What follows belongs to an exercise in optimizing a design on an open flow for a short achievable clock period and few clock cycles; a production flow would make more cautious choices.
Function was checked by simulation only, so behaviour that the tests miss may differ from the original.
Power and IR drop assume default switching activity.

== run M ==
// mips_cpu
module mips_cpu(
	input clk,
	input rst,
	output [31:0] imem_addr,
	input  [31:0] imem_data,
	output [17:0] sram_addr,
	output [15:0] sram_dq_out,
	input  [15:0] sram_dq_in,
	output sram_we_n
);
	localparam QD = 4;           
	localparam QB = 3;           
	localparam [5:0] OP_ADD = 6'b000001, OP_SUB = 6'b000011, OP_AND = 6'b000101,
		OP_OR = 6'b000110, OP_NOR = 6'b000111, OP_XOR = 6'b001000, OP_SLA = 6'b001001,
		OP_SLL = 6'b001010, OP_SRA = 6'b001011, OP_SRL = 6'b001100, OP_ADDI = 6'b100000,
		OP_SUBI = 6'b100001, OP_LD = 6'b100100, OP_ST = 6'b100101, OP_BEZ = 6'b101000,
		OP_BNE = 6'b101001, OP_JMP = 6'b101010;
	reg  [31:0] pc;              
	reg  [31:0] pcn;             
	reg  [5:0]  d_op;            
	reg  [25:0] d_fld;           
	wire [31:0] d_ins = {d_op, d_fld};
	reg  [31:0] d_pc4;
	reg  [31:0] d_pc8;           
	reg         d_pred;          
	reg  [31:0] d_rs_oh, d_rt_oh;    
	reg         e_wen, e_load, e_store, e_bez, e_bne, e_jmp, e_brnz, e_pred;
	reg  [4:0]  e_dst;
	reg         e_sub, e_add, e_and, e_or, e_nor, e_xor, e_sll, e_srl, e_sra;
	reg  [31:0] e_a, e_b, e_rt;
	reg  [31:0] e_alt, e_alt4;
	reg  [3:0]  e_fa, e_fb, e_ft;    
	reg         m1_wen, m1_load;
	reg  [4:0]  m1_dst;
	reg  [31:0] m1_res;
	reg         m2_wen, m2_load, m2_usedq;
	reg  [4:0]  m2_dst;
	reg  [31:0] m2_res;
	reg         w_wen;
	reg  [4:0]  w_dst;
	reg  [31:0] w_val;
	reg  [7:0]  q_w [0:QD-1];
	reg  [31:0] q_d [0:QD-1];
	reg  [QB-1:0] q_cnt;
	reg         q_ph;            
  ...
For scale: roughly 8300 cells after synthesis, about 1700 flip-flops, roughly 120 I/O pins, about 90000 µm² of cells after synthesis.
clock: 15.0 ns
lec_check: 0
abc_clock_period_in_ps: 4000
cap_margin: 20
core_margin: 2
core_utilization: 40
place_density: 0.6
slew_margin: 20
standard.sh (not shown) runs the stock make flow with config.mk's settings and CLKGATE_MAP_FILE= SYNTH_SCRIPT=/design/flow/synth_recipe.tcl, a recipe that flattens the netlist after the stock synthesis.
==> flow/flow/run.sh <==
#!/bin/bash
# Standard ORFS layout, with three changes to how it is made:
# - timing repair aims at a margin below the clock period, so that the achieved period
#   (clock period less setup slack) is as short as the logic allows;
# - repair may resize a cell to any drive strength, not only to one of the same footprint;
# - every input and output port still gets its buffer, but a buf_8 rather than the
#   slow delay cell buffer_ports picks by default.
# The make output goes to orfs_finish.log; ORFS keeps each step's log under orfs/logs/.
set -euo pipefail
bash standard.sh SETUP_SLACK_MARGIN=10.8 MATCH_CELL_FOOTPRINT=0 "BUFFER_PORTS_ARGS=-buffer_cell sky130_fd_sc_hd__buf_8" finish > orfs_finish.log 2>&1
Testbench counts of run M, summed over its fixed seeds: cycles 26,150.
Relative to run M, the following input files were edited for run Y:
==> flow/flow/run.sh <==
#!/bin/bash
# Standard ORFS layout, with two changes to how it is made:
# - timing repair aims at a margin below the clock period, so that the achieved period
#   (clock period less setup slack) is as short as the logic allows;
# - every input and output port still gets its buffer, but a buf_8 rather than the
#   slow delay cell buffer_ports picks by default.
# The make output goes to orfs_finish.log; ORFS keeps each step's log under orfs/logs/.
set -euo pipefail
bash standard.sh SETUP_SLACK_MARGIN=10.8 "BUFFER_PORTS_ARGS=-buffer_cell sky130_fd_sc_hd__buf_8" finish > orfs_finish.log 2>&1
--- outcome ---
Sequential group share of total power down 0.7 points in run Y wrt run M. Run M finished all stages; the layout is clean. Run Y: done, clean on timing, DRC and antenna. Run M → run Y: fraction of area in clock buffers and inverters has increased, growth of design area from synthesis to finish has increased, detailed-routing wirelength on met1 has increased, average via count per standard cell has decreased.

* * *

mips_cpu, a different RTL version from the one above (not shown whole).
Size in the first run: about 8400 cells after synthesis, roughly 1700 flip-flops, ~120 I/O pins.
==> flow/config.mk <==
export PLATFORM = sky130hd
export DESIGN_NAME = mips_cpu
export DESIGN_NICKNAME = mips_cpu
export VERILOG_FILES = /design/flow/design.v
export SDC_FILE = /design/flow/constraint.sdc
export NUM_CORES = 4
export LEC_CHECK = 0
export ABC_CLOCK_PERIOD_IN_PS = 4000
export CAP_MARGIN = 20
export CORE_MARGIN = 2
export CORE_UTILIZATION = 40
export PLACE_DENSITY = 0.6
export SLEW_MARGIN = 20
==> flow/constraint.sdc <==
create_clock -name core_clock -period 15.0 [get_ports {clk}]
set_input_delay 3.0000 -clock core_clock [delete_from_list [all_inputs] [get_ports {clk}]]
set_output_delay 3.0000 -clock core_clock [all_outputs]
set_load 0.01 [all_outputs]
==> flow/flow/run.sh <==
#!/bin/bash
# Standard ORFS layout, with three changes to how it is made:
# - timing repair aims at a margin below the clock period, so that the achieved period
#   (clock period less setup slack) is as short as the logic allows;
# - repair may resize a cell to any drive strength, not only to one of the same footprint;
# - every input and output port still gets its buffer, but a buf_8 rather than the
#   slow delay cell buffer_ports picks by default.
# The make output goes to orfs_finish.log; ORFS keeps each step's log under orfs/logs/.
set -euo pipefail
bash standard.sh SETUP_SLACK_MARGIN=10.8 MATCH_CELL_FOOTPRINT=0 "BUFFER_PORTS_ARGS=-buffer_cell sky130_fd_sc_hd__buf_8" finish > orfs_finish.log 2>&1
Testbench counts at the start, summed over its fixed seeds: cycles 26,150.
Rerun with:
==> flow/flow/run.sh (replaced) <==
#!/bin/bash
# Standard ORFS layout, with two changes to how it is made:
# - timing repair aims at a margin below the clock period, so that the achieved period
#   (clock period less setup slack) is as short as the logic allows;
# - every input and output port still gets its buffer, but a buf_8 rather than the
#   slow delay cell buffer_ports picks by default.
# The make output goes to orfs_finish.log; ORFS keeps each step's log under orfs/logs/.
set -euo pipefail
bash standard.sh SETUP_SLACK_MARGIN=10.8 "BUFFER_PORTS_ARGS=-buffer_cell sky130_fd_sc_hd__buf_8" finish > orfs_finish.log 2>&1
Clock-buffer cell count climbs by 4.
Final area barely changes.
Wire length drops by 1.8%.
Setup slack improved by 3.2 ps.
Cell count barely changes.
First-iteration DRC count drops by 7.0%.
Sequential share of layout area is about the same.
Clock skew climbs by 22 ps.
Maximum frequency hardly moves.

==> separate check: timing with driven ports <==
In the flow no input, the clock included, has a driving cell. The finished layouts below were timed again as built, in two steps.
Step 1 assumes that a clkbuf_16 drives the clock port and a buf_2 every other input.
Step 2 also shifts input and output timing later by t, the mid clock arrival at the registers, as if the neighbouring blocks saw the same clock.
Slacks: no drivers / after step 1 / after step 2; pairs: no drivers / after step 1.
run	t, ns	setup slack, ns	latest minus earliest clock arrival (ns)
run M	0.940	10.488 / 10.406 / 9.604	0.079 / 0.079
run Y	0.955	10.437 / 10.428 / 9.538	0.030 / 0.030
the first run of note 2	0.953	10.355 / 10.401 / 9.451	0.068 / 0.068
the second run of note 2	0.948	10.358 / 10.418 / 9.472	0.081 / 0.081
After both steps setup and hold are still met in every run listed. For the first run of note 2, which loses most, drivers alone change the setup slack by +0.046 ns; drivers and shift together by -0.904 ns.
